Source: an optimization exercise on an open RTL-to-GDS flow (aim: small area). Production flows keep margins and buffers that such runs may drop.
At most, simulation tests tie the RTL to the original design; equivalence was not proved.
The clock port is modelled as an ideal driver; clocking choices that lean on that would not hold on a real chip.

Design rp_acq, start of the top module:
module rp_acq (
    input clk,
    input rst_n,
    input [31:0] gpio_data,
    input [13:0] adc_dat_a_in,
    input ext_trig,
    output [7:0] led_o,
    output [31:0] BRAM_write_address,
    output [31:0] BRAM_write_data,
    output [3:0] BRAM_wren
);
    reg c_st;             
    reg c_prev;           
    reg c_start;          
    reg [23:0] samples;
    reg [23:0] repsn;     
    reg [5:0] hops;       
    always @(posedge clk) begin
        c_prev <= rst_n & gpio_data[31];
        if (!rst_n) begin
            c_st <= 1'b0;
            c_start <= 1'b0;
            samples <= 24'd0;
            repsn <= 24'hffffff;
            hops <= 6'd0;
        end else begin
            c_st <= ~c_st & (gpio_data[31] ^ c_prev);
            c_start <= c_st & (gpio_data[30:24] == 7'b0000001);
            if (c_st && gpio_data[30:25] == 6'b111110) samples <= gpio_data[23:0];
            if (c_st && gpio_data[30:25] == 6'b111111) repsn <= ~gpio_data[23:0];
            if (c_st && gpio_data[30:25] == 6'b111101) hops <= gpio_data[5:0];
        end
    end
    reg [1:0] st;
    reg last_trig;
  ...
clock: 8.0 ns
lec_check: 0
abc_area: 1
cap_margin: 0
core_margin: 2
core_utilization: 40
gpl_timing_driven: 0
slew_margin: 0
standard.sh (not shown) runs the stock make flow with config.mk's settings and CLKGATE_MAP_FILE= SYNTH_SCRIPT=/design/flow/synth_recipe.tcl, a recipe that flattens the netlist after the stock synthesis.
==> flow/flow/run.sh <==
#!/bin/bash
# Own layout flow: the standard synthesis, then the combinational logic
# between the standard synthesis's registers and adder cells is re-mapped for
# area with ABC (registers, full and half adders and tie cells are kept as
# they are), then the standard layout with a minimum-size buffer on every
# port.  Each tool writes its full output to a log file in this folder.
set -euo pipefail
W=$PWD
F=$W/flow
R=$W/orfs/results/${FLOW_PLATFORM}/rp_acq/base
YOSYS=${FLOW_HOME}/../tools/install/yosys/bin/yosys
[ -x "$YOSYS" ] || YOSYS=yosys
LIB=${FLOW_HOME}/platforms/${FLOW_PLATFORM}/lib/sky130_fd_sc_hd__tt_025C_1v80.lib

bash standard.sh synth > $W/log_1_standard_synth.log 2>&1
cp $R/1_2_yosys.v $W/standard_synth.v

python3 $F/reopt.py $W/standard_synth.v $W/reopt_in.v > $W/log_2_reopt_py.log 2>&1
$YOSYS -p "read_liberty -lib $LIB; read_verilog $W/reopt_in.v; hierarchy -top ${FLOW_TOP}; opt -purge; techmap; opt -fast; abc -liberty $LIB -dont_use *probe* -dont_use *lpflow* -script $F/reopt.abc; opt_clean -purge; setundef -zero; hilomap -singleton -hicell sky130_fd_sc_hd__conb_1 HI -locell sky130_fd_sc_hd__conb_1 LO; splitnets; opt_clean -purge; check; stat -liberty $LIB; write_verilog -noattr -nohex -nodec $W/reopt_out.v" > $W/log_3_reopt_yosys.log 2>&1
cp $W/reopt_out.v $R/1_2_yosys.v

CTS="-sink_clustering_enable -repair_clock_nets -dont_use_dummy_load -buf_list sky130_fd_sc_hd__clkbuf_8 -sink_clustering_size 30 -sink_clustering_max_diameter 60"
bash standard.sh BUFFER_PORTS_ARGS="-buffer_cell sky130_fd_sc_hd__buf_1" CTS_ARGS="$CTS" finish > $W/log_4_standard_layout.log 2>&1
Other scripts of this flow, unchanged in this note and not shown: flow/flow/libfunc.py, flow/flow/reopt.abc, flow/flow/reopt.py
Change:
--- a/flow/flow/run.sh
+++ b/flow/flow/run.sh
@@ -21,3 +21,2 @@
 
-CTS="-sink_clustering_enable -repair_clock_nets -dont_use_dummy_load -buf_list sky130_fd_sc_hd__clkbuf_8 -sink_clustering_size 30 -sink_clustering_max_diameter 60"
-bash standard.sh BUFFER_PORTS_ARGS="-buffer_cell sky130_fd_sc_hd__buf_1" CTS_ARGS="$CTS" finish > $W/log_4_standard_layout.log 2>&1
+bash standard.sh BUFFER_PORTS_ARGS="-buffer_cell sky130_fd_sc_hd__buf_1" finish > $W/log_4_standard_layout.log 2>&1
Settings changed: CAP_MARGIN 0 to 20, GPL_TIMING_DRIVEN 0 to not set, SLEW_MARGIN 0 to 20.
Global-route usage rises by 1.2 points.
Die area stays the same.
Worst setup slack got worse by 41 ps.
Fmax falls slightly.
Final area rises by a few percent.
Wire length rises by a little under a tenth.
Clock skew falls by 31 ps.
Change:
--- a/flow/flow/run.sh
+++ b/flow/flow/run.sh
@@ -21,2 +21,3 @@
 
-bash standard.sh BUFFER_PORTS_ARGS="-buffer_cell sky130_fd_sc_hd__buf_1" finish > $W/log_4_standard_layout.log 2>&1
+CTS="-sink_clustering_enable -repair_clock_nets -dont_use_dummy_load -buf_list sky130_fd_sc_hd__clkbuf_8 -sink_clustering_size 30 -sink_clustering_max_diameter 60"
+bash standard.sh BUFFER_PORTS_ARGS="-buffer_cell sky130_fd_sc_hd__buf_1" CTS_ARGS="$CTS" finish > $W/log_4_standard_layout.log 2>&1
What happened:
- The changed run ran to the end with no violations
- clock-buffer cell count goes down by 1
- area after synthesis does not change
- die area is unchanged
Change:
--- a/flow/flow/run.sh
+++ b/flow/flow/run.sh
@@ -21,3 +21,3 @@
 
-CTS="-sink_clustering_enable -repair_clock_nets -dont_use_dummy_load -buf_list sky130_fd_sc_hd__clkbuf_8 -sink_clustering_size 30 -sink_clustering_max_diameter 60"
+CTS="-sink_clustering_enable -repair_clock_nets -dont_use_dummy_load -buf_list sky130_fd_sc_hd__clkbuf_8 -sink_clustering_size 20 -sink_clustering_max_diameter 40"
 bash standard.sh BUFFER_PORTS_ARGS="-buffer_cell sky130_fd_sc_hd__buf_1" CTS_ARGS="$CTS" finish > $W/log_4_standard_layout.log 2>&1
Settings changed: CAP_MARGIN 20 to 0, GPL_TIMING_DRIVEN set to 0, SLEW_MARGIN 20 to 0.
The new run went through all stages and came out clean.
Design area went down by 0.98%.
Area after synthesis does not change.
Global-route usage went down by 1.1 points.
Core utilization went down by 0.45 points.
No run of this note included a check of the RTL's function; only the layout flow was run.

== oak ==
Another version of the RTL of rp_acq (not shown whole).
Size in the first run: ~1100 cells after synthesis, ~130 I/O pins, about 12000 µm² of cells after synthesis.
==> flow/config.mk <==
export PLATFORM = sky130hd
export DESIGN_NAME = rp_acq
export DESIGN_NICKNAME = rp_acq
export VERILOG_FILES = /design/flow/design.v
export SDC_FILE = /design/flow/constraint.sdc
export NUM_CORES = 8
export LEC_CHECK = 0
export ABC_AREA = 1
export CAP_MARGIN = 10
export CORE_MARGIN = 2
export CORE_UTILIZATION = 40
export GPL_ROUTABILITY_DRIVEN = 0
export GPL_TIMING_DRIVEN = 0
export PLACE_DENSITY = 0.8
export SETUP_SLACK_MARGIN = 0.1
export SLEW_MARGIN = 10
==> flow/constraint.sdc <==
create_clock -name core_clock -period 8.0 [get_ports {clk}]
set_input_delay 1.6000 -clock core_clock [delete_from_list [all_inputs] [get_ports {clk}]]
set_output_delay 1.6000 -clock core_clock [all_outputs]
set_load 0.01 [all_outputs]
==> flow/flow/run.sh <==
#!/bin/bash
# Own layout flow: the standard synthesis, then the combinational logic
# between the standard synthesis's registers and adder cells is re-mapped for
# area with ABC (registers, full and half adders and tie cells are kept as
# they are), then the standard layout with a minimum-size buffer on every
# port.  Each tool writes its full output to a log file in this folder.
set -euo pipefail
W=$PWD
F=$W/flow
R=$W/orfs/results/${FLOW_PLATFORM}/rp_acq/base
YOSYS=${FLOW_HOME}/../tools/install/yosys/bin/yosys
[ -x "$YOSYS" ] || YOSYS=yosys
LIB=${FLOW_HOME}/platforms/${FLOW_PLATFORM}/lib/sky130_fd_sc_hd__tt_025C_1v80.lib

bash standard.sh synth > $W/log_1_standard_synth.log 2>&1
cp $R/1_2_yosys.v $W/standard_synth.v

python3 $F/reopt.py $W/standard_synth.v $W/reopt_in.v > $W/log_2_reopt_py.log 2>&1
bash $F/reopt.sh $W/reopt_in.v $W/reopt_out.v $W > $W/log_3_reopt.log 2>&1
cp $W/reopt_out.v $R/1_2_yosys.v

CTS="-sink_clustering_enable -repair_clock_nets -dont_use_dummy_load -buf_list sky130_fd_sc_hd__clkbuf_8 -sink_clustering_size 20 -sink_clustering_max_diameter 40"
MK=(BUFFER_PORTS_ARGS="-buffer_cell sky130_fd_sc_hd__buf_1" CTS_ARGS="$CTS")
bash standard.sh "${MK[@]}" cts > $W/log_4_standard_to_cts.log 2>&1
CTS_ODB=$R/4_cts.odb CTS_BIG=50 CTS_SMALL=25 openroad -no_init -exit $F/cts_resize.tcl > $W/log_5_cts_resize.log 2>&1
bash standard.sh "${MK[@]}" finish > $W/log_6_standard_layout.log 2>&1
==> flow/flow/reopt.sh <==
#!/bin/bash
# Re-map the combinational logic of $1 (prepared by reopt.py) with a set of
# Yosys/ABC script variants (at most NUM_CORES at a time), then keep as $2
# the result with the smallest area after OpenROAD's resizer has repaired it
# (slew, and setup with a margin of REOPT_MARGIN ns, without wires).  Each
# run's full output goes to a log in $3.
set -uo pipefail
IN=$1; OUT=$2; LOGDIR=$3
F=$(cd "$(dirname "$0")" && pwd)
YOSYS=${FLOW_HOME}/../tools/install/yosys/bin/yosys
[ -x "$YOSYS" ] || YOSYS=yosys
P=${FLOW_HOME}/platforms/${FLOW_PLATFORM}
export LIB=$P/lib/sky130_fd_sc_hd__tt_025C_1v80.lib
export TECH_LEF=$P/lef/sky130_fd_sc_hd.tlef
export SC_LEF=$P/lef/sky130_fd_sc_hd_merged.lef
export EST_MARGIN=${REOPT_MARGIN:-0.3}
export PLATFORM_DIR=$P
export IN LOGDIR F YOSYS
T=${REOPT_SECONDS:-45}
R="strash; &get -n; &dch -f; &nf -R 1000; &put"
scripts=(
  "$R"
  "$R; $R"
  "$R; $R; $R"
  "strash; &get -n; &syn2; &dch -f; &nf -R 1000; &put"
  "strash; dc2; &get -n; &dch -f; &nf -R 1000; &put"
  "strash; &get -n; &dch -f; &nf -R 1000 -F 8 -A 4; &put"
  "strash; &get -n; &dch -f; &nf -R 1000 -p; &put"
  "strash; &get -n; &deepsyn -T $T -S 1; &dch -f; &nf -R 1000; &put"
  "strash; &get -n; &deepsyn -T $T -S 2; &dch -f; &nf -R 1000; &put"
)
pres=("" "abc -g AND,NAND,OR,NOR,XOR,XNOR,MUX; opt;" "freduce; opt;")
run_one() {
  i=$1; pre=$2; scr=$3
  d=$LOGDIR/reopt_$i; mkdir -p $d
  echo "$scr" | tr ';' '\n' | sed 's/^ *//' > $d/script.abc
  $YOSYS -p "read_liberty -lib $LIB; read_verilog $IN; hierarchy -top ${FLOW_TOP}; opt -purge; techmap; opt -fast; $pre abc -liberty $LIB -dont_use *probe* -dont_use *lpflow* -script $d/script.abc; opt_clean -purge; setundef -zero; hilomap -singleton -hicell sky130_fd_sc_hd__conb_1 HI -locell sky130_fd_sc_hd__conb_1 LO; splitnets; opt_clean -purge; check; tee -o $d/stat.txt stat -liberty $LIB; write_verilog -noattr -nohex -nodec $d/out.v" > $LOGDIR/log_3_reopt_run$i.log 2>&1
  NET=$d/out.v openroad -no_init -exit $F/reopt_est.tcl > $LOGDIR/log_3_reopt_est$i.log 2>&1
}
export -f run_one
jobs=$LOGDIR/reopt_jobs.txt
: > $jobs
n=0
for pre in "${pres[@]}"; do
  for scr in "${scripts[@]}"; do
    printf '%s|%s|%s\n' "$n" "$pre" "$scr" >> $jobs
    n=$((n+1))
  done
done
tr '\n' '\0' < $jobs | xargs -0 -P ${NUM_CORES:-8} -I{} bash -c 'IFS="|" read -r i pre scr <<< "$1"; run_one "$i" "$pre" "$scr"' _ {}
best=""; bestE=""
while IFS='|' read -r i pre scr; do
  d=$LOGDIR/reopt_$i
  a=$(grep "Chip area" $d/stat.txt 2>/dev/null | awk '{print $NF}')
  e=$(grep "^EST" $LOGDIR/log_3_reopt_est$i.log 2>/dev/null | awk '{print $2}')
  w=$(grep "^WNS1" $LOGDIR/log_3_reopt_est$i.log 2>/dev/null | awk '{print $2}')
  [ -n "$a" ] && [ -n "$e" ] && [ -s $d/out.v ] || continue
  echo "run $i: area $a, after repair $e (slack $w): $pre $scr"
  if [ -z "$bestE" ] || awk "BEGIN{exit !($e < $bestE)}"; then best=$i; bestE=$e; fi
done < $jobs
echo "kept run $best"
cp $LOGDIR/reopt_$best/out.v $OUT
Other scripts of this flow, unchanged in this note and not shown: flow/flow/cts_resize.tcl, flow/flow/libfunc.py, flow/flow/reopt.py, flow/flow/reopt_est.tcl
## Diff of input files: pine against oak
- swapping 0.1 for 0.0 in SETUP_SLACK_MARGIN
Results
From pine to oak, cell count after synthesis did not move at all. Cmp pine and oak / aggregate global-route resource usage / higher: pine. In the metrics for pine and oak, the one carrying the higher final area is pine. Per the comparison of pine with oak, via count climbed about 1.4%; wire length of the first global-routing pass climbed about 2.3%. Relative to oak, headroom to the max-slew limit increased by 9.2 points in pine. The routed wire length number comes out lower for oak vs pine. pine vs. oak: area growth from synthesis to layout increased 0.37 points, slew at the pin closest to its max-slew limit decreased 0.14 ns.
For birch, these inputs were changed with respect to pine:
- changing SETUP_SLACK_MARGIN from 0.0 to 0.1
--- a/flow/flow/reopt.sh
+++ b/flow/flow/reopt.sh
@@ -28,4 +28,2 @@
   "strash; &get -n; &dch -f; &nf -R 1000 -p; &put"
-  "strash; &get -n; &deepsyn -T $T -S 1; &dch -f; &nf -R 1000; &put"
-  "strash; &get -n; &deepsyn -T $T -S 2; &dch -f; &nf -R 1000; &put"
 )
==> run summary <==
[birch] average via count per standard cell fell 0.068 relative to pine. On final sequential cell count, birch and pine are neck and neck. Compared with pine, birch has extra setup slack. birch against pine: final core area utilization roughly the same; final cell count roughly the same; first-iteration DRC count higher.
### birch -> maple
--- a/flow/flow/reopt.sh
+++ b/flow/flow/reopt.sh
@@ -28,2 +28,4 @@
   "strash; &get -n; &dch -f; &nf -R 1000 -p; &put"
+  "strash; &get -n; &deepsyn -T $T -S 1; &dch -f; &nf -R 1000; &put"
+  "strash; &get -n; &deepsyn -T $T -S 2; &dch -f; &nf -R 1000; &put"
 )
@@ -34,3 +36,3 @@
   echo "$scr" | tr ';' '\n' | sed 's/^ *//' > $d/script.abc
-  $YOSYS -p "read_liberty -lib $LIB; read_verilog $IN; hierarchy -top ${FLOW_TOP}; opt -purge; techmap; opt -fast; $pre abc -liberty $LIB -dont_use *probe* -dont_use *lpflow* -script $d/script.abc; opt_clean -purge; setundef -zero; hilomap -singleton -hicell sky130_fd_sc_hd__conb_1 HI -locell sky130_fd_sc_hd__conb_1 LO; splitnets; opt_clean -purge; check; tee -o $d/stat.txt stat -liberty $LIB; write_verilog -noattr -nohex -nodec $d/out.v" > $LOGDIR/log_3_reopt_run$i.log 2>&1
+  $YOSYS -p "read_liberty -lib $LIB; read_verilog $IN; hierarchy -top ${FLOW_TOP}; opt -purge; techmap; opt -fast; $pre abc -liberty $LIB -dont_use *probe* -dont_use *lpflow* -dont_use *_0 -script $d/script.abc; opt_clean -purge; setundef -zero; hilomap -singleton -hicell sky130_fd_sc_hd__conb_1 HI -locell sky130_fd_sc_hd__conb_1 LO; splitnets; opt_clean -purge; check; tee -o $d/stat.txt stat -liberty $LIB; write_verilog -noattr -nohex -nodec $d/out.v" > $LOGDIR/log_3_reopt_run$i.log 2>&1
   NET=$d/out.v openroad -no_init -exit $F/reopt_est.tcl > $LOGDIR/log_3_reopt_est$i.log 2>&1
Notes after the runs:
- Between maple and birch, the difference in die area is negligible.
- Summary — routed wire length, maple relative to birch: higher, by about 1.8%.
- Area added between synthesis and finish: maple vs birch, no meaningful difference
- From birch to maple the numbers moved as follows: placed standard-cell area roughly the same, setup fix buffers added after clock tree synthesis rose 1, placeable core region flat, maximum fanout along the worst path fell by 13.
- Relative to birch, number of global-route vias before repair has increased by 66 in maple.

## static timing again, ports no longer ideal
In the flow no input, the clock included, has a driving cell. The finished layouts below were timed again as built, in two steps. Step 1, drivers: a clkbuf_16 drives clk and a buf_2 each remaining input, both assumed. Step 2 also shifts input and output timing later by t, the mid clock arrival at the registers, as if the neighbouring blocks saw the same clock. Three values: no drivers, after step 1, after step 2; two values: the first two.
| run | t (ns) | slack for setup (ns) | hold WS [ns] | cell pins on the clock port's net |
|---|---|---|---|---|
| the first run of note 1 | 0.523 | 0.427 / 0.427 / 0.427 | 0.366 / 0.366 / 0.366 | 1 |
| the second run of note 1 | 0.495 | 0.386 / 0.386 / 0.386 | 0.356 / 0.356 / 0.356 | 1 |
| the third run of note 1 | 0.518 | 0.341 / 0.341 / 0.341 | 0.353 / 0.353 / 0.353 | 1 |
| the fourth run of note 1 | 0.523 | 0.427 / 0.427 / 0.427 | 0.366 / 0.366 / 0.366 | 1 |
| oak | 0.497 | 0.450 / 0.450 / 0.450 | 0.364 / 0.364 / 0.364 | 1 |
| pine | 0.496 | 0.339 / 0.339 / 0.339 | 0.360 / 0.360 / 0.360 | 1 |
| birch | 0.497 | 0.450 / 0.450 / 0.450 | 0.364 / 0.364 / 0.364 | 1 |
| maple | 0.507 | 0.366 / 0.366 / 0.366 | 0.352 / 0.352 / 0.352 | 1 |
After both steps every run listed still meets setup and hold.
